Background: an optimization exercise with open tools, aiming at small area, a short achievable clock period and few clock cycles per item. Do not read the settings as production practice. Function was checked by simulation only, so behaviour that the tests miss may differ from the original. Power and IR drop assume default switching activity.

## run A
==> flow/design.v (excerpt) <==
module iir_orde1_axis_wrapper #(
    parameter integer C_S_AXI_DATA_WIDTH = 32,
    parameter integer C_S_AXI_ADDR_WIDTH = 4,
    parameter integer DATA_WIDTH         = 32   
)(
    input  wire aclk,
    input  wire aresetn,   
    input  wire [DATA_WIDTH-1:0] s_axis_tdata,
    input  wire                  s_axis_tvalid,
    output wire                  s_axis_tready,
    input  wire                  s_axis_tlast,
    output wire [DATA_WIDTH-1:0] m_axis_tdata,
    output reg                   m_axis_tvalid,
    input  wire                  m_axis_tready,
    output reg                   m_axis_tlast,
    input  wire [C_S_AXI_ADDR_WIDTH-1:0] s_axi_awaddr,
    input  wire                          s_axi_awvalid,
    output wire                          s_axi_awready,
    input  wire [C_S_AXI_DATA_WIDTH-1:0] s_axi_wdata,
    input  wire [C_S_AXI_DATA_WIDTH/8-1:0] s_axi_wstrb,
    input  wire                          s_axi_wvalid,
    output wire                          s_axi_wready,
    output wire [1:0]                    s_axi_bresp,
    output wire                          s_axi_bvalid,
    input  wire                          s_axi_bready,
    input  wire [C_S_AXI_ADDR_WIDTH-1:0] s_axi_araddr,
    input  wire                          s_axi_arvalid,
    output wire                          s_axi_arready,
    output wire [C_S_AXI_DATA_WIDTH-1:0] s_axi_rdata,
    output wire [1:0]                    s_axi_rresp,
    output wire                          s_axi_rvalid,
    input  wire                          s_axi_rready
);
For scale: about 3300 cells after synthesis, roughly 490 flip-flops, about 0.035 mm² of cells after synthesis.
clock: 15.0 ns
lec_check: 0
cap_margin: 20
core_margin: 2
core_utilization: 40
slew_margin: 20
standard.sh (not shown) runs the stock make flow with config.mk's settings and CLKGATE_MAP_FILE= SYNTH_SCRIPT=/design/flow/synth_recipe.tcl, a recipe that flattens the netlist after the stock synthesis.
==> flow/flow/run.sh <==
#!/bin/bash
# The standard layout (the standard.sh, unchanged synthesis and SDC) with
# two changes to how ORFS builds it:
#  - the port buffers are plain buf_2 cells (ORFS otherwise picks a slow
#    delay-buffer cell for them); every port is still buffered;
#  - timing repair aims at a slack margin, so it works on the paths that
#    set the achieved period.
set -o pipefail
export SETUP_SLACK_MARGIN=10.8
export BUFFER_PORTS_ARGS="-inputs -outputs -buffer_cell sky130_fd_sc_hd__buf_2"
bash standard.sh > standard.log 2>&1
Run A closes out successfully: all stages finished, all timing, DRC and antenna checks passed.
Testbench counts of run A, summed over its fixed seeds: cycles 8,320, items 4,096.
### run A -> run B
Settings: a change of CORE_UTILIZATION from 40 to 60.
--- a/flow/flow/run.sh
+++ b/flow/flow/run.sh
@@ -9 +9 @@
-export SETUP_SLACK_MARGIN=10.8
+export SETUP_SLACK_MARGIN=10.7
--- outcome ---
- Run A → run B: clock-pin slew reported for the worst setup and hold paths after clock tree synthesis closely matched the old numbers; worst reg-to-reg path cell count moved down; total wirelength of the detailed-routed design climbed 2.1%; die area shrank by 33%; wire length of the first global-routing pass has decreased.
- ~same power in run B and run A
- Reported for run B and run A, area share of and/or/nand/nor cells after synthesis turned out identical to the last digit.
- In run B, the final estimated routing congestion in global placement came out about 4% above the value in run A.
- [compare] base=run A new=run B: maximum frequency went down, net switching power figure increased 0.49%.
- Final cell count ends up lower on run B.
--- input diff run B..run C ---
Settings: CORE_UTILIZATION changed from 60 to 40.
--- a/flow/flow/run.sh
+++ b/flow/flow/run.sh
@@ -9 +9 @@
-export SETUP_SLACK_MARGIN=10.7
+export SETUP_SLACK_MARGIN=10.5
### Flow results
Relative to run B, the final cell area reported for run C is lower.
Min CTS buffer count across run B and run C: run B
Signed area change from the synthesized netlist to the final layout | run C below run B
Total power: run C below run B
Setup clock skew after layout: run C worse than run B
Between run B and run C, routed length on met1 decreased.
Of run B and run C, the higher area after detailed placement belongs to run C.
Run C -> run B: count of multi-input combinational gates flat
Modified inputs, run D compared to run C
--- a/flow/flow/run.sh
+++ b/flow/flow/run.sh
@@ -9 +9 @@
-export SETUP_SLACK_MARGIN=10.5
+export SETUP_SLACK_MARGIN=10.9
### Flow results
Run D reached the final stage; the timing, DRC and antenna checks on its layout passed. Run D ended up with more standard cells than run C. Changes observed in run D relative to run C: initial antenna violation count lower, largest fanout on the critical path lower. In the reports for run C and run D, the larger via count of the routed design belongs to run D. Run D against run C: global routing usage on met2 +1.6 points; setup slack +0.25 ns. Run C → run D: logic gate share of total power saw an increase, routed wire length saw an increase. For the clock tree buffer count of the final layout, run D came in 9 lower than run C did. Of run C and run D, the lower share of cell area taken by multi-input logic gates belongs to run D. Between run D and run C, the largest incremental delay on the critical path figures differ only marginally.
[inputs] run E vs run D
--- a/flow/flow/run.sh
+++ b/flow/flow/run.sh
@@ -9 +9 @@
-export SETUP_SLACK_MARGIN=10.9
+export SETUP_SLACK_MARGIN=10.7
Results
- Total of cells resized after clock tree synthesis in run E is about 60% below run D.
- Worst hold slack, run D and run E, higher one = run E.
- Run D -> run E: net switching share of the total power flat
- Higher area of all placed cells without fillers goes to run D over run E.
- Run E ends up with higher slew at the pin closest to its max-slew limit than run D does.
- The arrival time of data at the critical path endpoint number comes out lower for run E vs run D.
- Run E: maximum VDD drop is 0.000058 V higher than what run D reported.
- Comparing register share of the cell area for run D and run E, the smaller number came from run D.

what the ideal ports hide:
In the flow no input, the clock included, has a driving cell. The finished layouts below were timed again as built, in two steps.
Step 1: set_driving_cell puts a clkbuf_16 on aclk and a buf_2 on each other input, an assumption about the parent block.
Step 2 times the ports against the registers' clock, not the clock port: input delays grow and output delays shrink by t, the midpoint of the rising clock arrivals with the driver on.
Three values: no drivers, after step 1, after step 2; two values: the first two.
run	t (ns)	slack for setup (ns)	hold slack, ns	clock arrival spread, ns	worst slew at a driven data input, ns
run A	0.668	10.766 / 10.744 / 10.227	0.399 / 0.399 / 0.399	0.041 / 0.040	0.09
run B	0.681	10.714 / 10.696 / 10.104	0.389 / 0.389 / 0.389	0.039 / 0.039	0.08
run C	0.664	10.522 / 10.522 / 10.053	0.403 / 0.403 / 0.403	0.068 / 0.069	0.09
run D	0.684	10.771 / 10.730 / 10.378	0.380 / 0.380 / 0.380	0.053 / 0.052	0.09
run E	0.675	10.776 / 10.710 / 10.165	0.395 / 0.395 / 0.395	0.057 / 0.058	0.09
After both steps setup and hold are still met in every run listed. The setup slack of run E, which loses most, moves by -0.066 ns with the drivers and by -0.611 ns with both steps.
